Context: an optimization exercise on an open-source flow, tuned for small area, a short achievable clock period and few clock cycles. The choices shown serve that exercise and are no tape-out recipe.
The RTL was checked by simulation tests, not by an equivalence proof against the original design.
Power figures rest on the tool's default switching activity, not on a simulated workload.

<file path="flow/design.v">
`timescale 1ns / 1ps
module GRF(
    input         clk,
    input         reset,
    input         we,
    input  [4:0]  wa,
    input  [31:0] wd,
    input  [4:0]  ra1,
    input  [4:0]  ra2,
    output reg [31:0] rd1,
    output reg [31:0] rd2
);
    reg [31:0] regs [1:31];
    wire [31:0] wdr = wd & {32{~reset}};
    integer i;
    always @(posedge clk) begin
        for (i = 1; i < 32; i = i + 1)
            if (reset | (we & (wa == i))) regs[i] <= wdr;
    end
    always @(*) begin
        rd1 = 32'd0;
        rd2 = 32'd0;
        for (i = 1; i < 32; i = i + 1) begin
            rd1 = rd1 | (regs[i] & {32{ra1 == i}});
            rd2 = rd2 | (regs[i] & {32{ra2 == i}});
        end
    end
endmodule
`timescale 1ns / 1ps
module MDU(
    input             clk,
    input             reset,
    input             go_mul,      
    input             go_div,      
    input             go_mthi,
    input             go_mtlo,
    input             sgn,         
    input      [31:0] a,           
    input      [31:0] b,           
    input      [31:0] an,          
    output reg [31:0] hi,
    output reg [31:0] lo,
    output reg        negh,
    output reg        negl,
    output            busy
);
    reg [31:0] md_d;       
    reg        md_dc;      
    reg        md_sgn;     
    reg        md_mul;
    reg [3:0]  md_cnt;
    assign busy = (md_cnt != 4'd0);
    wire        sn   = sgn & a[31];
    wire        sd   = sgn & b[31];
    wire [31:0] dneg = sd ? b : ~b;           
    wire        dc   = ~sd;
    wire [33:0] cmp  = {2'b00, an} + {2'b01, dneg} + {33'd0, dc};
    wire        ge   = cmp[33];               
    wire        dz   = (b == 32'd0);
    wire        last  = (md_cnt == 4'd1);
    wire [7:0]  chunk = lo[7:0];
    wire signed [32:0] mA = {md_sgn & md_d[31], md_d};
    wire signed [8:0]  mB = {last & md_sgn & chunk[7], chunk};
    wire signed [41:0] pp = mA * mB;
    wire signed [41:0] hx = {{10{md_sgn & hi[31]}}, hi};
    wire [41:0] mt = hx + pp;
    reg [31:0] r, q;
    reg [32:0] r33;
    reg [33:0] s;
    integer k;
    always @(*) begin
        r = hi;
        q = lo;
        for (k = 0; k < 4; k = k + 1) begin
            r33 = {r, q[31]};
            s   = {1'b0, r33} + {1'b1, md_d} + {33'd0, md_dc};
            q   = {q[30:0], s[33]};
            r   = s[33] ? s[31:0] : r33[31:0];
        end
    end
    always @(posedge clk) begin
        if (reset) begin
            hi     <= 32'd0;
            lo     <= 32'd0;
            negh   <= 1'b0;
            negl   <= 1'b0;
            md_cnt <= 4'd0;
        end else if (busy) begin
            md_cnt <= md_cnt - 4'd1;
            if (md_mul) begin
                hi <= mt[39:8];
                lo <= {mt[7:0], lo[31:8]};
            end else begin
                hi <= r;
                lo <= q;
            end
        end else if (go_mul) begin
            hi     <= 32'd0;
            lo     <= b;
            md_d   <= a;
            md_sgn <= sgn;
            md_mul <= 1'b1;
            md_cnt <= 4'd4;
            negh   <= 1'b0;
            negl   <= 1'b0;
        end else if (go_div & ~dz) begin
            negh <= ge & sn;
            negl <= ge & (sn ^ sd);
            if (ge) begin
                hi     <= 32'd0;
                lo     <= an;
                md_d   <= dneg;
                md_dc  <= dc;
                md_mul <= 1'b0;
                md_cnt <= 4'd8;
            end else begin
                hi <= a;
                lo <= 32'd0;
            end
        end else begin
            if (go_mthi) begin hi <= a; negh <= 1'b0; end
            if (go_mtlo) begin lo <= a; negl <= 1'b0; end
        end
    end
endmodule
`timescale 1ns / 1ps
module mips(
    input         clk,
    input         reset,
    input  [31:0] i_inst_rdata,
    input  [31:0] m_data_rdata,
    output [31:0] i_inst_addr,
    output [31:0] m_data_addr,
    output [31:0] m_data_wdata,
    output [3:0]  m_data_byteen,
    output [31:0] m_inst_addr,
    output        w_grf_we,
    output [4:0]  w_grf_addr,
    output [31:0] w_grf_wdata,
    output [31:0] w_inst_addr
);
    reg [31:0] pc_f;
    reg [31:0] ir_x, pc_x;
    reg        v_x;
    reg [31:0] res_m, wd_m, pc_m;
    reg [3:0]  be_m;
    reg [4:0]  dst_m;
    reg        ld_m;
    reg [1:0]  lt_m;
    reg [31:0] data_w, pc_w;
    reg [4:0]  dst_w;
    reg        we_w;
    assign i_inst_addr   = pc_f;
    assign m_data_addr   = res_m;
    assign m_data_wdata  = wd_m;
    assign m_data_byteen = be_m;
    assign m_inst_addr   = pc_m;
    assign w_grf_we      = we_w;
    assign w_grf_addr    = dst_w;
    assign w_grf_wdata   = data_w;
    assign w_inst_addr   = pc_w;
    wire [5:0]  op  = ir_x[31:26];
    wire [5:0]  fn  = ir_x[5:0];
    wire [4:0]  rs  = ir_x[25:21];
    wire [4:0]  rt  = ir_x[20:16];
    wire [4:0]  rd  = ir_x[15:11];
    wire [15:0] imm = ir_x[15:0];
    wire rtype   = (op == 6'b000000);
    wire i_beq   = (op == 6'b000100);
    wire i_bne   = (op == 6'b000101);
    wire i_jal   = (op == 6'b000011);
    wire i_jr    = rtype & (fn == 6'b001000);
    wire i_alui  = (op[5:3] == 3'b001);           
    wire i_lui   = i_alui & (op[2:0] == 3'b111);
    wire i_load  = (op[5:3] == 3'b100);           
    wire i_store = (op[5:3] == 3'b101);           
    wire i_md    = rtype & (fn[5:4] == 2'b01);     
    wire i_mf    = i_md & ~fn[3] & ~fn[0];         
    wire i_mt    = i_md & ~fn[3] &  fn[0];         
    wire i_mul   = i_md &  fn[3] & ~fn[1];         
    wire i_div   = i_md &  fn[3] &  fn[1];         
    wire wr_rd   = rtype & (fn[5] | i_mf);
    wire [4:0] dst = i_jal ? 5'd31 : (i_alui | i_load) ? rt : wr_rd ? rd : 5'd0;
    wire use_rs = ~(i_jal | i_lui);
    wire use_rt = rtype | i_beq | i_bne | i_store;
    wire [31:0] rf1, rf2;
    GRF u_grf (
        .clk(clk), .reset(reset),
        .we(we_w), .wa(dst_w), .wd(data_w),
        .ra1(rs), .ra2(rt), .rd1(rf1), .rd2(rf2)
    );
    wire wm   = (dst_m != 5'd0);
    wire fm1  = wm & (rs == dst_m);
    wire fm2  = wm & (rt == dst_m);
    wire fw1  = we_w & (rs == dst_w);
    wire fw2  = we_w & (rt == dst_w);
    wire [31:0] rsv = fm1 ? res_m : fw1 ? data_w : rf1;
    wire [31:0] rtv = fm2 ? res_m : fw2 ? data_w : rf2;
    wire md_busy;
    wire ld_hz = ld_m & ((use_rs & fm1) | (use_rt & fm2));
    wire stall = v_x & (ld_hz | (i_md & md_busy));
    wire go    = v_x & ~stall;
    wire [31:0] pc4   = pc_f + 32'd4;                
    wire [31:0] btgt  = pc_f + {{14{imm[15]}}, imm, 2'b00};
    wire        eq    = (rsv == rtv);
    wire        taken = v_x & (i_jal | i_jr | (i_beq & eq) | (i_bne & ~eq));
    wire [31:0] tgt   = i_jr ? rsv : i_jal ? {pc_f[31:28], ir_x[25:0], 2'b00} : btgt;
    wire [31:0] npc   = taken ? tgt : pc4;
    wire [31:0] immx = (i_alui & op[2]) ? {16'd0, imm} : {{16{imm[15]}}, imm};
    wire [31:0] bv   = rtype ? rtv : immx;
    wire        sub  = rtype & fn[1];
    wire [32:0] sum33 = {1'b0, rsv} + {1'b0, sub ? ~bv : bv} + {32'd0, sub};
    wire [31:0] sum  = sum33[31:0];
    wire        ltu  = ~sum33[32];
    wire        lts  = (rsv[31] ^ bv[31]) ? rsv[31] : sum[31];
    wire        sel_logic = rtype ? fn[2] : (i_alui & op[2] & ~op[1]);
    wire        lor       = rtype ? fn[0] : op[0];
    wire        sel_slt   = rtype & fn[3];
    wire        sgn   = ~fn[0];
    wire [31:0] hi, lo;
    wire        negh, negl;
    wire [31:0] ng_in = i_mf ? (fn[1] ? lo : hi) : rsv;
    wire        ng_f  = i_mf ? (fn[1] ? negl : negh) : (sgn & rsv[31]);
    wire [31:0] ng_out = (ng_in ^ {32{ng_f}}) + {31'd0, ng_f};
    wire [31:0] res = i_mf      ? ng_out :
                      i_jal     ? pc4 :
                      i_lui     ? {imm, 16'd0} :
                      sel_slt   ? {31'd0, fn[0] ? ltu : lts} :
                      sel_logic ? (lor ? (rsv | bv) : (rsv & bv)) :
                      sum;
    MDU u_mdu (
        .clk(clk), .reset(reset),
        .go_mul(go & i_mul), .go_div(go & i_div),
        .go_mthi(go & i_mt & ~fn[1]), .go_mtlo(go & i_mt & fn[1]),
        .sgn(sgn), .a(rsv), .b(rtv), .an(ng_out),
        .hi(hi), .lo(lo), .negh(negh), .negl(negl),
        .busy(md_busy)
    );
    wire [1:0]  a10 = sum[1:0];
    wire [3:0]  be  = op[1] ? 4'b1111 :
                      op[0] ? (a10[1] ? 4'b1100 : 4'b0011) :
                      (4'b0001 << a10);
    wire [31:0] wd  = {op[1] ? rtv[31:24] : op[0] ? rtv[15:8] : rtv[7:0],
                       op[1] ? rtv[23:16] : rtv[7:0],
                       op[0] ? rtv[15:8]  : rtv[7:0],
                       rtv[7:0]};
    wire [1:0]  am    = res_m[1:0];
    wire [7:0]  lbyte = am[1] ? (am[0] ? m_data_rdata[31:24] : m_data_rdata[23:16])
                              : (am[0] ? m_data_rdata[15:8]  : m_data_rdata[7:0]);
    wire [15:0] lhalf = am[1] ? m_data_rdata[31:16] : m_data_rdata[15:0];
    wire [31:0] ldv   = lt_m[1] ? m_data_rdata :
                        lt_m[0] ? {{16{lhalf[15]}}, lhalf} :
                                  {{24{lbyte[7]}}, lbyte};
    always @(posedge clk) begin
        if (reset)       pc_f <= 32'h0000_3000;
        else if (~stall) pc_f <= npc;
        if (reset)       v_x <= 1'b0;
        else if (~stall) v_x <= 1'b1;
        if (~stall) begin
            ir_x <= i_inst_rdata;
            pc_x <= pc_f;
        end
        res_m <= res;
        wd_m  <= wd;
        pc_m  <= pc_x;
        lt_m  <= op[1:0];
        if (reset | ~go) begin
            dst_m <= 5'd0;
            be_m  <= 4'd0;
            ld_m  <= 1'b0;
        end else begin
            dst_m <= dst;
            be_m  <= i_store ? be : 4'd0;
            ld_m  <= i_load;
        end
        data_w <= ld_m ? ldv : res_m;
        dst_w  <= dst_m;
        pc_w   <= pc_m;
        we_w   <= ~reset & wm;
    end
endmodule
</file>
<file path="flow/run.sh">
#!/bin/bash
# synth_recipe.tcl (not shown) runs the flow's synth.tcl, then flattens the netlist and writes it again
# the make line also repeats each setting of config.mk as NAME=value (left out here)
make -C /OpenROAD-flow-scripts/flow DESIGN_CONFIG=/design/flow/config.mk WORK_HOME=/design/flow/orfs CLKGATE_MAP_FILE= SYNTH_SCRIPT=/design/flow/synth_recipe.tcl finish
</file>
<file path="flow/config.mk">
export PLATFORM = sky130hd
export DESIGN_NAME = mips
export DESIGN_NICKNAME = mips
export VERILOG_FILES = /design/flow/design.v
export SDC_FILE = /design/flow/constraint.sdc
export NUM_CORES = 4
export LEC_CHECK = 0
export CAP_MARGIN = 20
export CORE_MARGIN = 2
export CORE_UTILIZATION = 30
export PLACE_DENSITY = 0.42
export SLEW_MARGIN = 20
</file>
<file path="flow/constraint.sdc">
create_clock -name core_clock -period 90.0 [get_ports {clk}]
set_input_delay 18.0000 -clock core_clock [delete_from_list [all_inputs] [get_ports {clk}]]
set_output_delay 18.0000 -clock core_clock [all_outputs]
set_load 0.01 [all_outputs]
</file>
==> results_dict.tcl, run 1 <==
set metrics [dict create \
    syn_area_um2 86160 \
    period_minus_slack_ns 20.56 \
    io_buffers 267 \
    cpMaxStageDelayCell "dfxtp_1" \
    grt_max_degree 71 \
    place_ws_ns 69.16 \
    cp-start-kind "register" \
    synth_top_area_frac 0.3802 \
    initial_core_util 0.3018 \
    crit_family "flip-flops" \
    relSlewSlack 0.06204 \
    worst_pin_slew_ns 1.394 \
    firstDrtPassIters 8 \
    syn_avg_cell_area_um2 10.47 \
    dp_hpwl_mm 329.4 \
    async_reset_ff_frac 0 \
    total_power_mw 2.165 \
    drive_above_1_share 0.1167 \
    reg2reg_from "u_mdu.md_d[6]$_DFFE_PP_" \
    crit_required_ns 72.00 \
    cts_tree "built" \
    clk_path_buf_depth 4 \
    cp-end-kind "output port" \
    period_share 0.2284 \
    cts.sinks 1372 \
    die-area_um2 291500 \
    clk_pin_slew_ns 0.06 \
    multi_input_area_um2 45230 \
    switching_power_mw 0.7752 \
    grt_overflow 0 \
    p_comb_frac 0.246 \
    sequential_cell_area_um2 38390 \
    p_int_mw 1.390 \
    die_x_um 539.9 \
    vdd_ir_drop_max_v 0.00001463 \
    grt_use_total 0.3293 \
    coreArea_um2 285500 \
    power.leakage_nw 38.80 \
    die_y_um 539.9 \
    drc_errors 0 \
    avgViaCountPerCell 6.440 \
    arrival_ns 2.56 \
    worstHoldStart "pc_x[10]$_DFFE_PN_" \
    grt_antenna_before_repair 67 \
    top_layer_used "met5" \
    r2r_setup_slack_ns 73.66 \
    grt_pass1_vias 75910 \
    pwr-share-seq 0.429 \
    holdPathStages 0 \
    swShare 0.3580 \
    regMostFlops "u_grf.regs" \
    worstReg2RegEnd "u_mdu.hi[6]$_SDFFE_PP0P_" \
    ctsHoldBuffers 0 \
    layout.nets 9130 \
    routed-wl-met2_mm 214.3 \
    cts_buffers 168 \
    synth_cell_types 123 \
    routed_wl_mm 498.4 \
    setup_viol 0 \
    setup_ws_ns 69.44 \
    area_growth_pct 16.86 \
    critPathLaunch "data_w[15]$_DFF_P_" \
    r2r_cells 50 \
    num_io_pins 268 \
    cp_slowest_stage_delay_ns 0.99 \
    fin_worst_skew_ns 0.1402 \
    ctsResizeCount 0 \
    rsz0062_at_grt "false" \
    synth_warnings 4 \
    cts_setup_buffers 0 \
    crit_buf_inv 1 \
    yosysTopAreaCell "edfxtp_1" \
    grt_pass1_wl_mm 665.5 \
    slew_violations 0 \
    gp_congestion 0.9657 \
    criticalPathCategory "register to output port" \
    synth_edf_count 1091 \
    clk_latency_ns 0.92 \
    largest_register_ffs 992 \
    path_cells "clkdlybuf4s50_1" \
    htree_levels 4 \
    cts_root_buffer "clkbuf_16" \
    hp-class "register to register" \
    drt_iter0_markers 13840 \
    synth_seq_cells 1372 \
    status "no timing/DRC/antenna violations" \
    tns_ns 0 \
    synth_cells 8228 \
    cp_max_fo 4 \
    route.met3.wl_mm 59.89 \
    synth.area.top_cells "edfxtp_1 38%, dfxtp_1 6.5%, fa_1 6.4%, a22oi_1 5.1%, ha_1 4.5%" \
    fill_cells 28590 \
    postRouteAntennaNets 0 \
    finalHoldViolations 0 \
    yosysSeqAreaShare 0.4455 \
    clock_power_share 0.325 \
    power_density_nw_per_um2 21.51 \
    wl_met1_mm 189.3 \
    ys.flop_type "edfxtp_1" \
    cap_viol_max_count 0 \
    wl_per_cell_um 40.15 \
    vias 79940 \
    syn_nets 8880 \
    max_freq_mhz 48.64 \
    rows 196 \
    holdPathEnd "pc_m[10]$_DFF_P_" \
]
[Yosys cell counts (276+ instances only)]
cell	n
a21oi_1	419
a22oi_1	582
and3_1	413
clkbuf_1	335
dfxtp_1	281
edfxtp_1	1091
fa_1	276
ha_1	310
inv_1	336
nand2_1	605
nand3_1	302
nor2_1	405
o21ai_0	279
[routing by layer]
metal  GRT usage  up-vias
met5           0        -
met4      0.1956       36
met3      0.1017     1638
met2      0.4975     6269
met1      0.4120    40110
li1            -    31880
[how the worst max path moves through the flow]
stage                                   to  depth (start not counted)
6_report                   w_grf_wdata[15]                          1
5_1_grt                    w_grf_wdata[15]                          1
4_1_cts                    w_grf_wdata[15]                          1
3_5_place_dp    u_grf.regs[1][0]$_DFFE_PP_                          5
3_3_place_gp   u_grf.regs[1][12]$_DFFE_PP_                          5
2_1_floorplan      u_mdu.md_d[0]$_DFFE_PP_                          4
[kinds of logic (layout without fill, tap and decap cells)]
kind of cell,after synthesis,count (layout),synth area share
AND/OR/NAND/NOR,2517,2517,0.1522
XOR/XNOR,366,366,0.03746
multiplexers,175,175,0.02217
flip-flops,1372,1372,0.4455
other,0,38,0
AO/OA/AOI/OAI,2304,2304,0.1887
buffers and inverters,892,1277,0.04294
adder cells (fa/ha/maj),602,602,0.1110
[cell usage in the layout (no fill, tap or decap), drive strengths merged, types with 128 or more instances in the layout]
| cell type | synthesis | final |
|---|---|---|
| fa | 276 | 276 |
| nand2 | 609 | 609 |
| ha | 310 | 310 |
| inv | 340 | 350 |
| buf | 214 | 363 |
| nor2 | 420 | 420 |
| and2 | 128 | 128 |
| a21o | 130 | 130 |
| nand4 | 173 | 173 |
| clkbuf | 335 | 200 |
| clkdlybuf4s50 | 0 | 266 |
| a21oi | 425 | 425 |
| o21ai | 315 | 315 |
| a22oi | 583 | 583 |
| xnor2 | 253 | 253 |
| edfxtp | 1091 | 1091 |
| nand3 | 305 | 305 |
| and3 | 413 | 413 |
| dfxtp | 281 | 281 |
[metrics by stage]
stage / cells / utilization / area [µm²] / hold WS (ns)
finish: 12410 / 0.3527 / 100700 / 0.3370
CTS: 12370 / 0.3519 / 100500 / 0.3384
floorplan: 8228 / - / 86160 / 0.3233
global placement: 12070 / 0.3323 / 94850 / 0.3244
detailed placement: 12070 / 0.3326 / 94930 / 0.3269
global route: 12380 / 0.3525 / 100600 / 0.3441
[power by group through the flow]
stage          Sequential [mW]  Clock (mW)  Combinational (mW)
2_1_floorplan            0.887           0               0.221
3_3_place_gp             0.937           0               0.503
3_5_place_dp             0.934           0               0.506
4_1_cts                  0.923       0.708               0.508
5_1_grt                  0.932       0.731               0.542
6_report                 0.929       0.704               0.532
[area by class of cell]
type | instances | share of cell area
Inverter | 343 | 0.01282
Timing Repair Buffer | 629 | 0.05415
Antenna cell | 38 | 0.0009444
Clock buffer | 200 | 0.04450
Clock inverter | 105 | 0.01036
Sequential cell | 1372 | 0.3813
Tap cell | 3762 | 0.04675
Multi-Input combinational cell | 5964 | 0.4492
Testbench counts, summed over its fixed seeds: cycles 28,981.
==> run 2, diff against run 1 <==
--- a/flow/design.v
+++ b/flow/design.v
@@ -29,2 +29,21 @@
 `timescale 1ns / 1ps
+module RCA #(parameter W = 32) (
+    input  [W-1:0] a,
+    input  [W-1:0] b,
+    input          ci,
+    output [W-1:0] s,
+    output         co
+);
+    wire [W:0] c;
+    assign c[0] = ci;
+    genvar i;
+    generate
+        for (i = 0; i < W; i = i + 1) begin : g_fa
+            assign s[i]   = a[i] ^ b[i] ^ c[i];
+            assign c[i+1] = (a[i] & b[i]) | (c[i] & (a[i] ^ b[i]));
+        end
+    endgenerate
+    assign co = c[W];
+endmodule
+`timescale 1ns / 1ps
 module MDU(
@@ -44,2 +63,3 @@
     output reg        negl,
+    output reg        hc,
     output            busy
@@ -47,35 +67,38 @@
     reg [31:0] md_d;       
-    reg        md_dc;      
-    reg        md_sgn;     
     reg        md_mul;
-    reg [3:0]  md_cnt;
-    assign busy = (md_cnt != 4'd0);
-    wire        sn   = sgn & a[31];
-    wire        sd   = sgn & b[31];
-    wire [31:0] dneg = sd ? b : ~b;           
-    wire        dc   = ~sd;
-    wire [33:0] cmp  = {2'b00, an} + {2'b01, dneg} + {33'd0, dc};
-    wire        ge   = cmp[33];               
-    wire        dz   = (b == 32'd0);
-    wire        last  = (md_cnt == 4'd1);
-    wire [7:0]  chunk = lo[7:0];
-    wire signed [32:0] mA = {md_sgn & md_d[31], md_d};
-    wire signed [8:0]  mB = {last & md_sgn & chunk[7], chunk};
-    wire signed [41:0] pp = mA * mB;
-    wire signed [41:0] hx = {{10{md_sgn & hi[31]}}, hi};
-    wire [41:0] mt = hx + pp;
-    reg [31:0] r, q;
-    reg [32:0] r33;
-    reg [33:0] s;
-    integer k;
-    always @(*) begin
-        r = hi;
-        q = lo;
-        for (k = 0; k < 4; k = k + 1) begin
-            r33 = {r, q[31]};
-            s   = {1'b0, r33} + {1'b1, md_d} + {33'd0, md_dc};
-            q   = {q[30:0], s[33]};
-            r   = s[33] ? s[31:0] : r33[31:0];
-        end
-    end
+    reg [5:0]  md_cnt;
+    assign busy = (md_cnt != 6'd0);
+    function [5:0] lzc32;
+        input [31:0] x;
+        integer j;
+        begin
+            lzc32 = 6'd32;
+            for (j = 0; j < 32; j = j + 1)
+                if (x[j]) lzc32 = 6'd31 - j[5:0];
+        end
+    endfunction
+    wire        sa  = sgn & a[31];
+    wire        sb  = sgn & b[31];
+    wire [31:0] bn  = (b ^ {32{sb}}) + {31'd0, sb};      
+    wire [5:0]  lza = lzc32(an);
+    wire [5:0]  lzb = lzc32(bn);
+    wire        dz  = lzb[5];                            
+    wire        az  = lza[5];                            
+    wire [5:0]  dsh = lzb - lza;                         
+    wire        dq0 = lza > lzb;                         
+    wire [4:0]  sha = go_mul ? {lzb[4:2], 2'b00} : dsh[4:0];
+    wire [31:0] bsh = bn << sha;
+    wire [3:0]  ch  = hi[31:28];
+    wire [35:0] pp  = ({4'd0, md_d & {32{ch[0]}}}) +
+                      ({3'd0, md_d & {32{ch[1]}}, 1'b0}) +
+                      ({2'd0, md_d & {32{ch[2]}}, 2'b0}) +
+                      ({1'd0, md_d & {32{ch[3]}}, 3'b0});
+    wire [36:0] ml;
+    RCA #(36) u_mla (.a({lo, 4'd0}), .b(pp), .ci(1'b0), .s(ml[35:0]), .co(ml[36]));
+    wire [27:0] mh  = hi[27:0] + {27'd0, ml[36]};
+    wire [31:0] mlo = ml[31:0];
+    wire [31:0] mhi = {mh, ml[35:32]};
+    wire [31:0] dt;
+    wire        dge;                         
+    RCA #(32) u_dsub (.a(hi), .b(~md_d), .ci(1'b1), .s(dt), .co(dge));
     always @(posedge clk) begin
@@ -86,34 +109,44 @@
             negl   <= 1'b0;
-            md_cnt <= 4'd0;
+            hc     <= 1'b1;
+            md_cnt <= 6'd0;
         end else if (busy) begin
-            md_cnt <= md_cnt - 4'd1;
+            md_cnt <= md_cnt - 6'd1;
             if (md_mul) begin
-                hi <= mt[39:8];
-                lo <= {mt[7:0], lo[31:8]};
+                hi <= mhi;
+                lo <= mlo;
+                hc <= (mlo == 32'd0);
             end else begin
-                hi <= r;
-                lo <= q;
+                if (dge) hi <= dt[31:0];
+                lo   <= {lo[30:0], dge};
+                md_d <= {1'b0, md_d[31:1]};
             end
         end else if (go_mul) begin
-            hi     <= 32'd0;
-            lo     <= b;
-            md_d   <= a;
-            md_sgn <= sgn;
-            md_mul <= 1'b1;
-            md_cnt <= 4'd4;
-            negh   <= 1'b0;
-            negl   <= 1'b0;
+            negh <= sa ^ sb;
+            negl <= sa ^ sb;
+            hc   <= 1'b1;
+            if (az | dz) begin
+                hi <= 32'd0;
+                lo <= 32'd0;
+            end else begin
+                hi     <= bsh;
+                lo     <= 32'd0;
+                md_d   <= an;
+                md_mul <= 1'b1;
+                md_cnt <= {1'b0, 5'd8 - {2'b00, lzb[4:2]}};
+            end
         end else if (go_div & ~dz) begin
-            negh <= ge & sn;
-            negl <= ge & (sn ^ sd);
-            if (ge) begin
-                hi     <= 32'd0;
-                lo     <= an;
-                md_d   <= dneg;
-                md_dc  <= dc;
+            hc <= 1'b1;
+            if (dq0) begin
+                hi   <= a;
+                lo   <= 32'd0;
+                negh <= 1'b0;
+                negl <= 1'b0;
+            end else begin
+                hi     <= an;
+                lo     <= 32'd0;
+                md_d   <= bsh;
                 md_mul <= 1'b0;
-                md_cnt <= 4'd8;
-            end else begin
-                hi <= a;
-                lo <= 32'd0;
+                md_cnt <= dsh + 6'd1;
+                negh   <= sa;
+                negl   <= sa ^ sb;
             end
@@ -203,3 +236,5 @@
     wire [31:0] pc4   = pc_f + 32'd4;                
-    wire [31:0] btgt  = pc_f + {{14{imm[15]}}, imm, 2'b00};
+    wire [31:0] btgt;
+    RCA #(30) u_badd (.a(pc_f[31:2]), .b({{14{imm[15]}}, imm}), .ci(1'b0), .s(btgt[31:2]), .co());
+    assign btgt[1:0] = pc_f[1:0];
     wire        eq    = (rsv == rtv);
@@ -211,5 +246,6 @@
     wire        sub  = rtype & fn[1];
-    wire [32:0] sum33 = {1'b0, rsv} + {1'b0, sub ? ~bv : bv} + {32'd0, sub};
-    wire [31:0] sum  = sum33[31:0];
-    wire        ltu  = ~sum33[32];
+    wire [31:0] sum;
+    wire        cout;
+    RCA #(32) u_add (.a(rsv), .b(sub ? ~bv : bv), .ci(sub), .s(sum), .co(cout));
+    wire        ltu  = ~cout;
     wire        lts  = (rsv[31] ^ bv[31]) ? rsv[31] : sum[31];
@@ -220,6 +256,7 @@
     wire [31:0] hi, lo;
-    wire        negh, negl;
+    wire        negh, negl, hc;
     wire [31:0] ng_in = i_mf ? (fn[1] ? lo : hi) : rsv;
     wire        ng_f  = i_mf ? (fn[1] ? negl : negh) : (sgn & rsv[31]);
-    wire [31:0] ng_out = (ng_in ^ {32{ng_f}}) + {31'd0, ng_f};
+    wire        ng_c  = i_mf ? (fn[1] ? negl : (negh & hc)) : (sgn & rsv[31]);
+    wire [31:0] ng_out = (ng_in ^ {32{ng_f}}) + {31'd0, ng_c};
     wire [31:0] res = i_mf      ? ng_out :
@@ -235,3 +272,3 @@
         .sgn(sgn), .a(rsv), .b(rtv), .an(ng_out),
-        .hi(hi), .lo(lo), .negh(negh), .negl(negl),
+        .hi(hi), .lo(lo), .negh(negh), .negl(negl), .hc(hc),
         .busy(md_busy)
--- a/flow/config.mk
+++ b/flow/config.mk
@@ -9,4 +9,4 @@
 export CORE_MARGIN = 2
-export CORE_UTILIZATION = 30
-export PLACE_DENSITY = 0.42
-export SLEW_MARGIN = 20
+export CORE_UTILIZATION = 40
+export PLACE_DENSITY = 0.5
+export SLEW_MARGIN = 60
==> results_dict.tcl, run 2 <==
set metrics [dict create \
    fill_cells 17760 \
    grt_max_degree 66 \
    ctsResizeCount 0 \
    synth_common_cells "1,089 x edfxtp_1, 610 x a22oi_1, 520 x nor2_1" \
    mostFrequentLayoutCells "1,089 x edfxtp_1, 610 x a22oi_1, 487 x nand2_1" \
    grt.busiest_layer "met2" \
    die_y_um 444.2 \
    placed_cells 10020 \
    grtUsageMet3 0.1619 \
    synth_warnings 4 \
    synth_top_area_frac 0.4219 \
    largest_register_ffs 992 \
    clk_path_buf_depth 3 \
    grtUsageMet1 0.5120 \
    synth_edf_count 1089 \
    grt_antenna_before_repair 50 \
    synth_cells 7335 \
    vias 74680 \
    yosysSeqAreaShare 0.4953 \
    cp_max_fo 4 \
    criticalPathCategory "register to output port" \
    crit_family "flip-flops" \
    ctsHoldBuffers 0 \
    max_freq_mhz 49.48 \
    power.leakage_nw 34.00 \
    cts_tree "built" \
    multi_input_area_um2 37470 \
    synth_seq_cells 1373 \
    setup_viol 0 \
    io_buffers 267 \
    tns_ns 0 \
    met2_usage 0.6322 \
    gp_congestion 1.021 \
    drive_above_1_share 0.1418 \
    hp-class "register to register" \
    dp_hpwl_mm 293.0 \
    crit_buf_inv 1 \
    vdd_ir_drop_max_v 0.00003414 \
    cp-start-kind "register" \
    cts.sinks 1373 \
    drc_errors 0 \
    yosysMostFrequentCell "edfxtp_1" \
    num_io_pins 268 \
    fin_worst_skew_ns 0.07202 \
    htree_levels 4 \
    regMostFlops "u_grf.regs" \
    syn_area_um2 77500 \
    ys.flop_type "edfxtp_1" \
    syn_avg_cell_area_um2 10.57 \
    synth_cell_types 138 \
    die-area_um2 197300 \
    clk_pin_slew_ns 0.06 \
    design_area_um2 92060 \
    cap_viol_max_count 0 \
    firstDrtPassIters 14 \
    area_growth_pct 18.79 \
    wl_per_cell_um 42.42 \
    postRouteAntennaNets 0 \
    relSlewSlack 0.5262 \
    grt_use_total 0.4327 \
    grt_overflow 0 \
    initial_core_util 0.4024 \
    grt_pass1_wl_mm 587.8 \
    cts_setup_buffers 0 \
    drt_iter0_markers 13840 \
    status "no timing/DRC/antenna violations" \
    finalHoldViolations 0 \
    grt_pass1_vias 68800 \
    yosysTopAreaCell "edfxtp_1" \
    final_common_cell "edfxtp_1" \
    period_share 0.2245 \
    clk_latency_ns 0.88 \
    power_density_nw_per_um2 32.34 \
    die_x_um 444.2 \
    rsz0062_at_grt "false" \
    cts_buffers 157 \
    synth.area.top_cells "edfxtp_1 42%, dfxtp_1 7.3%, a22oi_1 5.9%, fa_1 4.0%, nor2_1 2.5%" \
    crit_required_ns 72.00 \
    rows 161 \
    cpMaxStageDelayCell "dfxtp_1" \
    sequential_cell_area_um2 38410 \
    path_cells "clkdlybuf4s50_1" \
    stdcell_count 10380 \
    period_minus_slack_ns 20.21 \
    worst_pin_slew_ns 0.7108 \
    layout.nets 7982 \
    arrival_ns 2.21 \
    routed_wl_mm 440.5 \
    coreArea_um2 192600 \
    async_reset_ff_frac 0 \
    syn_nets 7645 \
    cp_slowest_stage_delay_ns 0.71 \
    cp-end-kind "output port" \
    slew_violations 0 \
    placed_area_um2 86320 \
    avgViaCountPerCell 7.193 \
    cts_root_buffer "clkbuf_16" \
]
[run 2: cell types whose count changed after synthesis, sizes merged, moves of 110 or more]
cell	delta
and3	-165
fa	-121
a21oi	-112
nor2	+114
inv	-110
ha	-221
[run 2: power by group]
part           internal [mW]  switching (mW)
Combinational          0.447           0.872
Clock                  0.369           0.295
Sequential             0.853           0.142
Total                   1.67            1.31
[run 2: per-layer routing]
| layer | share of wire | up-vias |
|---|---|---|
| li1 | - | 28950 |
| met1 | 0.34 | 36440 |
| met2 | 0.42 | 7046 |
| met3 | 0.14 | 2218 |
| met4 | 0.10 | 28 |
| met5 | 0.00046 | - |
[run 2: worst paths after layout]
kind                 startpoint  cells past startpoint  slack [ns]                to
max           data_w[9]$_DFF_P_                      1       69.79    w_grf_wdata[9]
min          pc_x[16]$_DFFE_PN_                      0        0.34  pc_m[16]$_DFF_P_
max reg2reg  ir_x[16]$_DFFE_PN_                     53       71.15  res_m[0]$_DFF_P_
min reg2reg  pc_x[16]$_DFFE_PN_                      0        0.34  pc_m[16]$_DFF_P_
[run 2: layout make-up]
class / count / area share
multi-input cells: 5189 / 0.4070
clock inverters: 98 / 0.01161
inverters: 233 / 0.009554
well taps: 2526 / 0.03433
flip-flops and latches: 1373 / 0.4172
clock buffers: 195 / 0.04522
diodes: 51 / 0.001386
repair buffers: 718 / 0.07370
[run 2: stage by stage]
step / worst slack, ns / hold WS [ns] / power (mW) / utilization
6_report: 69.79 / 0.3375 / 2.977 / 0.4781
5_1_grt: 69.77 / 0.3445 / 3.075 / 0.4774
4_1_cts: 69.68 / 0.3390 / 2.924 / 0.4754
3_5_place_dp: 69.83 / 0.3269 / 2.263 / 0.4482
3_3_place_gp: 69.27 / 0.3241 / 2.232 / 0.4395
2_1_floorplan: 69.46 / 0.3233 / 1.679 / -
[run 2: kinds of logic after synthesis]
| family | Yosys count | share of synthesized area |
|---|---|---|
| AOI/OAI and AO/OA | 2048 | 0.1895 |
| xor gates and xnor gates | 287 | 0.03243 |
| adders and majority gates | 255 | 0.05583 |
| buffers and inverters | 773 | 0.04210 |
| DFF | 1373 | 0.4953 |
| muxes | 179 | 0.02433 |
| and+or+nand+nor | 2420 | 0.1605 |
Testbench counts of run 2, summed over its fixed seeds: cycles 29,405.
==> run 3, diff against run 2 <==
--- a/flow/design.v
+++ b/flow/design.v
@@ -47,2 +47,32 @@
 endmodule
+module INC #(parameter W = 32) (
+    input  [W-1:0] a,
+    input          ci,
+    output [W-1:0] s
+);
+    wire [W:0] c;
+    assign c[0] = ci;
+    genvar i;
+    generate
+        for (i = 0; i < W; i = i + 1) begin : g_ha
+            assign s[i]   = a[i] ^ c[i];
+            assign c[i+1] = a[i] & c[i];
+        end
+    endgenerate
+endmodule
+module CSEL #(parameter W = 32, parameter L = 16) (
+    input  [W-1:0] a,
+    input  [W-1:0] b,
+    input          ci,
+    output [W-1:0] s,
+    output         co
+);
+    wire           cl, c0, c1;
+    wire [W-L-1:0] s0, s1;
+    RCA #(L)   u_lo (.a(a[L-1:0]), .b(b[L-1:0]), .ci(ci),   .s(s[L-1:0]), .co(cl));
+    RCA #(W-L) u_h0 (.a(a[W-1:L]), .b(b[W-1:L]), .ci(1'b0), .s(s0),       .co(c0));
+    RCA #(W-L) u_h1 (.a(a[W-1:L]), .b(b[W-1:L]), .ci(1'b1), .s(s1),       .co(c1));
+    assign s[W-1:L] = cl ? s1 : s0;
+    assign co       = cl ? c1 : c0;
+endmodule
 `timescale 1ns / 1ps
@@ -81,3 +111,4 @@
     wire        sb  = sgn & b[31];
-    wire [31:0] bn  = (b ^ {32{sb}}) + {31'd0, sb};      
+    wire [31:0] bn;                                      
+    INC #(32) u_bneg (.a(b ^ {32{sb}}), .ci(sb), .s(bn));
     wire [5:0]  lza = lzc32(an);
@@ -96,3 +127,3 @@
     wire [36:0] ml;
-    RCA #(36) u_mla (.a({lo, 4'd0}), .b(pp), .ci(1'b0), .s(ml[35:0]), .co(ml[36]));
+    CSEL #(36, 18) u_mla (.a({lo, 4'd0}), .b(pp), .ci(1'b0), .s(ml[35:0]), .co(ml[36]));
     wire [27:0] mh  = hi[27:0] + {27'd0, ml[36]};
@@ -185,2 +216,3 @@
     reg        we_w;
+    reg        rst;
     assign i_inst_addr   = pc_f;
@@ -220,3 +252,3 @@
     GRF u_grf (
-        .clk(clk), .reset(reset),
+        .clk(clk), .reset(rst),
         .we(we_w), .wa(dst_w), .wd(data_w),
@@ -235,3 +267,5 @@
     wire go    = v_x & ~stall;
-    wire [31:0] pc4   = pc_f + 32'd4;                
+    wire [31:0] pc4;                                 
+    INC #(30) u_pc4 (.a(pc_f[31:2]), .ci(1'b1), .s(pc4[31:2]));
+    assign pc4[1:0] = pc_f[1:0];
     wire [31:0] btgt;
@@ -248,3 +282,3 @@
     wire        cout;
-    RCA #(32) u_add (.a(rsv), .b(sub ? ~bv : bv), .ci(sub), .s(sum), .co(cout));
+    CSEL #(32, 16) u_add (.a(rsv), .b(sub ? ~bv : bv), .ci(sub), .s(sum), .co(cout));
     wire        ltu  = ~cout;
@@ -260,3 +294,4 @@
     wire        ng_c  = i_mf ? (fn[1] ? negl : (negh & hc)) : (sgn & rsv[31]);
-    wire [31:0] ng_out = (ng_in ^ {32{ng_f}}) + {31'd0, ng_c};
+    wire [31:0] ng_out;
+    INC #(32) u_neg (.a(ng_in ^ {32{ng_f}}), .ci(ng_c), .s(ng_out));
     wire [31:0] res = i_mf      ? ng_out :
@@ -268,3 +303,3 @@
     MDU u_mdu (
-        .clk(clk), .reset(reset),
+        .clk(clk), .reset(rst),
         .go_mul(go & i_mul), .go_div(go & i_div),
@@ -291,5 +326,6 @@
     always @(posedge clk) begin
-        if (reset)       pc_f <= 32'h0000_3000;
+        rst <= reset;
+        if (rst)         pc_f <= 32'h0000_3000;
         else if (~stall) pc_f <= npc;
-        if (reset)       v_x <= 1'b0;
+        if (rst)         v_x <= 1'b0;
         else if (~stall) v_x <= 1'b1;
@@ -303,5 +339,4 @@
         lt_m  <= op[1:0];
-        if (reset | ~go) begin
+        if (rst | ~go) begin
             dst_m <= 5'd0;
-            be_m  <= 4'd0;
             ld_m  <= 1'b0;
@@ -309,5 +344,6 @@
             dst_m <= dst;
-            be_m  <= i_store ? be : 4'd0;
             ld_m  <= i_load;
         end
+        if (reset | rst | ~go) be_m <= 4'd0;
+        else                   be_m <= i_store ? be : 4'd0;
         data_w <= ld_m ? ldv : res_m;
@@ -315,3 +351,3 @@
         pc_w   <= pc_m;
-        we_w   <= ~reset & wm;
+        we_w   <= ~reset & ~rst & wm;
     end
==> flow/flow/run.sh (new file) <==
#!/bin/bash
# The standard layout (the standard.sh: unchanged synthesis and steps),
# with two changes to how the ports are driven:
#  - the buffers placed on the input and output ports are
#    sky130_fd_sc_hd__buf_2 cells instead of the cell buffer_ports picks on
#    its own (clkdlybuf4s50_1, a delay cell: twice the area, 0.5 ns slower);
#  - at the end of the resize step, the flip-flops that drive an output
#    port's buffer get a stronger output (upsize_outputs.tcl).
set -euo pipefail
here=$(cd "$(dirname "$0")" && pwd)
export BUFFER_PORTS_ARGS="-buffer_cell sky130_fd_sc_hd__buf_2"
export POST_RESIZE_TCL="$here/upsize_outputs.tcl"
bash standard.sh > standard.log 2>&1
==> flow/flow/upsize_outputs.tcl (new file) <==
# Sourced by ORFS at the end of the resize step (POST_RESIZE_TCL), before
# detailed placement: each plain flip-flop that drives an output port's
# buffer becomes the same flip-flop with a stronger output (dfxtp_4), so the
# register-to-output paths do not wait on a weak driver's slow edge.
set block [ord::get_db_block]
set n 0
foreach bterm [$block getBTerms] {
  if {[$bterm getIoType] ne "OUTPUT"} { continue }
  set net [$bterm getNet]
  if {$net eq "NULL"} { continue }
  set buf ""
  foreach it [$net getITerms] {
    if {[$it isOutputSignal]} { set buf [$it getInst] }
  }
  if {$buf eq ""} { continue }
  set innet ""
  foreach it [$buf getITerms] {
    if {[$it isInputSignal]} { set innet [$it getNet] }
  }
  if {$innet eq "" || $innet eq "NULL"} { continue }
  foreach it [$innet getITerms] {
    if {[$it isOutputSignal]} {
      set drv [$it getInst]
      if {[[$drv getMaster] getName] eq "sky130_fd_sc_hd__dfxtp_1"} {
        replace_cell [get_cells [$drv getName]] sky130_fd_sc_hd__dfxtp_4
        incr n
      }
    }
  }
}
puts "upsize_outputs: $n flip-flops upsized"
==> flow/standard.sh (new file) <==
#!/bin/bash
# synth_recipe.tcl (not shown) runs the flow's synth.tcl, then flattens the netlist and writes it again
# the make line also repeats each setting of config.mk as NAME=value (left out here)
make -C /OpenROAD-flow-scripts/flow DESIGN_CONFIG=/design/flow/config.mk WORK_HOME=/design/flow/orfs CLKGATE_MAP_FILE= SYNTH_SCRIPT=/design/flow/synth_recipe.tcl "${@:-finish}"
--- a/flow/config.mk
+++ b/flow/config.mk
@@ -10,3 +10,5 @@
 export CORE_UTILIZATION = 40
+export CTS_CLUSTER_DIAMETER = 100
+export CTS_CLUSTER_SIZE = 20
 export PLACE_DENSITY = 0.5
-export SLEW_MARGIN = 60
+export SLEW_MARGIN = 20
removed: flow/run.sh
==> results_dict.tcl, run 3 <==
set metrics [dict create \
    rows 160 \
    cp-start-kind "register" \
    tns_ns 0 \
    firstDrtPassIters 17 \
    synth-simple-area-share 0.1694 \
    async_reset_ff_frac 0 \
    max_freq_mhz 50.79 \
    grt_use_total 0.4207 \
    fin_worst_skew_ns 0.08575 \
    clk_latency_ns 0.85 \
    synth_common_cells "1,089 x edfxtp_1, 613 x and3_1, 456 x a22oi_1" \
    htree_levels 3 \
    io_buffers 267 \
    largest_register_ffs 992 \
    layout.nets 7642 \
    worst_pin_slew_ns 1.320 \
    synth_edf_count 1089 \
    ys.flop_type "edfxtp_1" \
    synth.area.top_cells "edfxtp_1 43%, dfxtp_1 7.4%, and3_1 5.0%, a22oi_1 4.5%, fa_1 4.0%" \
    criticalPathCategory "register to output port" \
    num_io_pins 268 \
    drive_above_1_share 0.1627 \
    worstReg2RegEnd "u_mdu.hi[28]$_SDFFE_PP0P_" \
    yosys.area_share.adder 0.07216 \
    pwr-share-seq 0.381 \
    syn_avg_cell_area_um2 10.80 \
    synth_compound_area_frac 0.1692 \
    synth_cells 7107 \
    drc_errors 0 \
    r2r_cells 57 \
    hp-class "register to register" \
    synthXorXnorAreaFrac 0.02453 \
    yosysMostFrequentCell "edfxtp_1" \
    coreArea_um2 190400 \
    finalHoldViolations 0 \
    grtUsageMet1 0.5037 \
    crit_required_ns 72.00 \
    grt_overflow 0 \
    holdPathEnd "pc_m[8]$_DFF_P_" \
    mostFrequentLayoutCells "1,089 x edfxtp_1, 611 x and3_1, 456 x a22oi_1" \
    placed_cells 9671 \
    holdPathStages 0 \
    avgViaCountPerCell 7.295 \
    initial_core_util 0.4033 \
    grt_pass1_vias 66180 \
    yosysSeqAreaShare 0.5002 \
    cts_buffers 83 \
    dp_hpwl_mm 276.3 \
    ctsResizeCount 0 \
    grt_pass1_wl_mm 570.7 \
    ctsHoldBuffers 0 \
    status "no timing/DRC/antenna violations" \
    cts_setup_buffers 0 \
    rsz0062_at_grt "false" \
    die-area_um2 195500 \
    clk_pin_slew_ns 0.08 \
    p_int_mw 1.443 \
    regMostFlops "u_grf.regs" \
    clock_power_share 0.161 \
    vias 71770 \
    synth_seq_cells 1374 \
    reg2reg_from "u_mdu.hi[29]$_SDFFE_PP0P_" \
    synth_cell_types 107 \
    p_comb_frac 0.457 \
    vdd_ir_drop_max_v 0.00003116 \
    grt.busiest_layer "met2" \
    synthMuxAreaShare 0.02335 \
    clk_path_buf_depth 3 \
    r2r_setup_slack_ns 71.02 \
    wl_per_cell_um 43.32 \
    arrival_ns 1.69 \
    relSlewSlack 0.1197 \
    cp_max_fo 30 \
    cts_root_buffer "clkbuf_16" \
    stdcell_count 9838 \
    grt_antenna_before_repair 55 \
    period_minus_slack_ns 19.69 \
    synth_top_area_frac 0.4259 \
    synth_top_family_by_area "simple AND/OR/NAND/NOR gates" \
    syn_area_um2 76780 \
    met2_usage 0.6073 \
    die_y_um 442.1 \
    synth_warnings 4 \
    power.leakage_nw 34.29 \
    fill_cells 17710 \
    cp-end-kind "output port" \
    worstHoldStart "pc_x[8]$_DFFE_PN_" \
    period_share 0.2187 \
    cts.sinks 1374 \
    gp_congestion 1.001 \
    drt_iter0_markers 14390 \
    postRouteAntennaNets 0 \
    setup_viol 0 \
    final_common_cell "edfxtp_1" \
    power_density_nw_per_um2 30.45 \
    area_growth_pct 11.80 \
    cap_viol_max_count 0 \
    grt_max_degree 86 \
    routed_wl_mm 426.2 \
    cts_tree "built" \
    swShare 0.4477 \
    die_x_um 442.1 \
    switching_power_mw 1.170 \
    syn_nets 7504 \
    grtUsageMet3 0.1605 \
    yosysTopAreaCell "edfxtp_1" \
    slew_violations 0 \
]
run 3: per-stage QoR:
step | total power, mW | instance area [µm²] | hold WS [ns] | utilization | setup slack (ns)
2_1_floorplan | 1.656 | 76780 | 0.3233 | - | 70.74
3_3_place_gp | 2.138 | 82380 | 0.3250 | 0.4327 | 70.40
3_5_place_dp | 2.152 | 83160 | 0.3259 | 0.4368 | 70.41
4_1_cts | 2.565 | 85640 | 0.3436 | 0.4498 | 70.30
5_1_grt | 2.712 | 85730 | 0.3530 | 0.4503 | 70.13
6_report | 2.613 | 85830 | 0.3433 | 0.4508 | 70.31
run 3: worst max-delay path, cell delays in order, from the launching register on:
cell	delay [ns]
dfxtp_1	0.31
buf_4	0.37
buf_2	0.23
run 3: layout make-up:
cell class / instances / area, µm² / area share
Clock buffer: 98 / 2176 / 0.02535
Multi-Input combinational cell: 4953 / 36190 / 0.4216
Inverter: 240 / 905.9 / 0.01055
Sequential cell: 1374 / 39170 / 0.4563
Tap cell: 2511 / 3142 / 0.03660
Antenna cell: 49 / 122.6 / 0.001429
Clock inverter: 20 / 297.8 / 0.003469
Timing Repair Buffer: 593 / 3834 / 0.04466
run 3: how the worst max path moves through the flow:
| stage | start | to | depth (start not counted) |
|---|---|---|---|
| CTS | res_m[1]$_DFF_P_ | m_data_addr[1] | 2 |
| floorplan | m_data_rdata[23] | data_w[21]$_DFF_P_ | 6 |
| detailed placement | m_data_rdata[15] | data_w[15]$_DFF_P_ | 5 |
| global route | u_mdu.hi[29]$_SDFFE_PP0P_ | u_mdu.hi[31]$_SDFFE_PP0P_ | 55 |
| global placement | m_data_rdata[15] | data_w[15]$_DFF_P_ | 5 |
| finish | res_m[1]$_DFF_P_ | m_data_addr[1] | 2 |
run 3: cell families after synthesis:
kind of cell               after synthesis
AOI/OAI and AO/OA                     1810
xor gates and xnor gates               215
adders and majority gates              356
buffers and inverters                  780
DFF                                   1374
muxes                                  168
and+or+nand+nor                       2404
run 3: power by group through the flow:
stage | Clock [mW] | Sequential (mW) | Combinational (mW)
6_report | 0.422 | 0.997 | 1.20
5_1_grt | 0.441 | 1.00 | 1.27
3_3_place_gp | 0 | 0.993 | 1.15
3_5_place_dp | 0 | 1.00 | 1.15
4_1_cts | 0.420 | 0.989 | 1.16
2_1_floorplan | 0 | 0.932 | 0.724
run 3: layer usage:
| layer | vias to the layer above | routed length (µm) |
|---|---|---|
| met5 | - | 394 |
| met4 | 30 | 41280 |
| met3 | 2067 | 61380 |
| met2 | 6668 | 176800 |
| met1 | 35230 | 146300 |
| li1 | 27780 | - |
Testbench counts of run 3, summed over its fixed seeds: cycles 29,485.
==> run 4, diff against run 3 <==
--- a/flow/design.v
+++ b/flow/design.v
@@ -213,2 +213,3 @@
     reg [1:0]  lt_m;
+    reg [1:0]  am_m;      
     reg [31:0] data_w, pc_w;
@@ -318,3 +319,3 @@
                        rtv[7:0]};
-    wire [1:0]  am    = res_m[1:0];
+    wire [1:0]  am    = am_m;
     wire [7:0]  lbyte = am[1] ? (am[0] ? m_data_rdata[31:24] : m_data_rdata[23:16])
@@ -339,2 +340,3 @@
         lt_m  <= op[1:0];
+        if (go & i_load) am_m <= sum[1:0];
         if (rst | ~go) begin
==> results_dict.tcl, run 4 <==
set metrics [dict create \
    status "no timing/DRC/antenna violations" \
    synth_cell_types 99 \
    crit_family "flip-flops" \
    regMostFlops "u_grf.regs" \
    synth_common_cells "1,091 x edfxtp_1, 600 x a22oi_1, 468 x nand2_1" \
    largest_register_ffs 992 \
    r2r_cells 52 \
    syn_nets 7334 \
    cts_setup_buffers 0 \
    cts_buffers 81 \
    drc_errors 0 \
    slew_violations 0 \
    synth_cells 6937 \
    synth_top_area_frac 0.4337 \
    fin_worst_skew_ns 0.04647 \
    r2r_setup_slack_ns 70.93 \
    dp_hpwl_mm 270.6 \
    synth_edf_count 1091 \
    cpMaxStageDelayCell "dfxtp_4" \
    yosysSeqAreaShare 0.5093 \
    final_common_cell "edfxtp_1" \
    hp-class "register to register" \
    synth_seq_cells 1376 \
    cap_viol_max_count 0 \
    grt_use_total 0.4173 \
    htree_levels 3 \
    path_cells "buf_2" \
    worst_pin_slew_ns 1.255 \
    io_buffers 267 \
    initial_core_util 0.4022 \
    drive_above_1_share 0.1652 \
    finalHoldViolations 0 \
    firstDrtPassIters 26 \
    die-area_um2 192300 \
    period_minus_slack_ns 19.49 \
    mostFrequentLayoutCells "1,091 x edfxtp_1, 600 x a22oi_1, 459 x nand2_1" \
    synth_warnings 4 \
    ys.flop_type "edfxtp_1" \
    power_density_nw_per_um2 30.01 \
    cts.sinks 1376 \
    area_growth_pct 12.32 \
    holdPathStages 0 \
    grt_overflow 0 \
    ctsResizeCount 0 \
    async_reset_ff_frac 0 \
    cp-start-kind "register" \
    die_y_um 438.5 \
    grt_pass1_wl_mm 554.1 \
    syn_avg_cell_area_um2 10.89 \
    coreArea_um2 187800 \
    synth.area.top_cells "edfxtp_1 43%, dfxtp_1 7.6%, a22oi_1 6.0%, fa_1 4.1%, and3_1 3.4%" \
    fill_cells 17510 \
    rsz0062_at_grt "false" \
    grt_pass1_vias 64740 \
    criticalPathCategory "register to output port" \
    setup_viol 0 \
    rows 159 \
    postRouteAntennaNets 0 \
    sequential_cell_area_um2 39230 \
    cp-end-kind "output port" \
    worstHoldStart "pc_x[6]$_DFFE_PN_" \
    arrival_ns 1.49 \
    cp_max_fo 11 \
    cp_slowest_stage_delay_ns 0.52 \
    vias 69980 \
    cts_tree "built" \
    ctsHoldBuffers 0 \
    tns_ns 0 \
    layout.nets 7517 \
    gp_congestion 1.022 \
    clk_pin_slew_ns 0.10 \
    crit_buf_inv 1 \
    vdd_ir_drop_max_v 0.00004968 \
    avgViaCountPerCell 7.232 \
    relSlewSlack 0.1565 \
    holdPathEnd "pc_m[6]$_DFF_P_" \
    period_share 0.2165 \
    yosysTopAreaCell "edfxtp_1" \
    multi_input_area_um2 35240 \
    fin_util 0.4517 \
    yosysMostFrequentCell "edfxtp_1" \
    clk_latency_ns 0.80 \
    drt_iter0_markers 13070 \
    power.leakage_nw 32.84 \
    reg2reg_from "u_mdu.md_d[1]$_DFFE_PP_" \
    cts_root_buffer "clkbuf_16" \
    place_ws_ns 70.46 \
    syn_area_um2 75530 \
    wl_per_cell_um 42.81 \
    grt_antenna_before_repair 43 \
    num_io_pins 268 \
    setup_ws_ns 70.51 \
    clk_path_buf_depth 3 \
    crit_required_ns 72.00 \
    die_x_um 438.5 \
    max_freq_mhz 51.31 \
    worstReg2RegEnd "u_mdu.hi[31]$_SDFFE_PP0P_" \
    routed_wl_mm 414.3 \
    grt_max_degree 77 \
]
## run 4: cell types whose count changed after synthesis, moves of 21 or more
cell / change
and3_1: -201
a22oi_1: +144
a2111oi_0: -54
nand2_1: +49
o221ai_1: -38
o22ai_1: +38
o21ai_0: -34
nand4_1: -25
nor2_1: +23
o211ai_1: +23
and4_1: -21
o211a_1: -21
## run 4: kinds of logic after synthesis
family          after synthesis  synth area share
flops                      1376            0.5093
xor+xnor                    227           0.02632
simple gates               2152            0.1466
mux                         164           0.02399
compound gates             1915            0.1808
fa+ha+maj                   356           0.07335
buf+inv                     747           0.03961
## run 4: report_power, final
part	switching, mW	internal (mW)	leakage [nW]
clock network	0.235	0.169	1.12
logic	0.762	0.382	18.1
registers	0.135	0.864	13.6
## run 4: cell type report
class / count / share of cell area
repair buffers: 615 / 0.04700
inverters: 232 / 0.01031
clock buffers: 99 / 0.02481
multi-input cells: 4814 / 0.4153
well taps: 2495 / 0.03680
diodes: 31 / 0.0009144
clock inverters: 15 / 0.002478
flip-flops and latches: 1376 / 0.4624
## run 4: worst max path at each step
stage	cells past startpoint	to	startpoint
6_report	1	w_grf_addr[1]	dst_w[1]$_DFF_P_
5_1_grt	54	u_mdu.hi[31]$_SDFFE_PP0P_	u_mdu.hi[28]$_SDFFE_PP0P_
4_1_cts	1	w_grf_wdata[15]	data_w[15]$_DFF_P_
3_5_place_dp	5	data_w[17]$_DFF_P_	m_data_rdata[23]
3_3_place_gp	5	data_w[21]$_DFF_P_	m_data_rdata[23]
2_1_floorplan	6	data_w[21]$_DFF_P_	m_data_rdata[23]
## run 4: through the flow
stage / area [µm²] / hold WS (ns) / cells / total power, mW
CTS: 84680 / 0.3370 / 9643 / 2.497
detailed placement: 82370 / 0.3259 / 9529 / 2.101
global placement: 81510 / 0.3250 / 9526 / 2.087
finish: 84840 / 0.3326 / 9677 / 2.546
global route: 84770 / 0.3459 / 9649 / 2.624
floorplan: 75530 / 0.3233 / 6937 / 1.610
## run 4: metal layers
metal / up-vias / routed length [µm] / GRT usage
met5: - / 152 / 0
met3: 1926 / 54660 / 0.1369
met1: 34560 / 142800 / 0.4989
met4: 24 / 42600 / 0.3413
met2: 6338 / 174100 / 0.6124
li1: 27130 / - / -
Testbench counts of run 4, summed over its fixed seeds: cycles 29,485.

-- afterwards: timing with drivers on the ports --
No port has a modelled driver above. Below, the same layouts with a new extraction and two added sets of constraints. Step 1 assumes that a clkbuf_16 drives the clock port and a buf_2 every other input. Step 2, shift: input delay + t, output delay - t, t = (earliest + latest rising clock arrival at the registers) / 2. This alone moves slack from input paths to output paths. a / b / c = ideal / step 1 / step 2; a / b = the first two.
run	t (ns)	slack for setup (ns)	slew at the worst register clock pin (ns)
run 1	0.937	69.442 / 69.359 / 68.747	0.07 / 0.07
run 2	0.939	69.791 / 69.700 / 69.764	0.07 / 0.07
run 3	0.896	70.313 / 70.221 / 70.304	0.10 / 0.10
run 4	0.859	70.512 / 70.426 / 70.418	0.10 / 0.10
After both steps setup and hold are still met in every run listed. For run 1, which loses most, drivers alone change the setup slack by -0.083 ns; drivers and shift together by -0.695 ns.
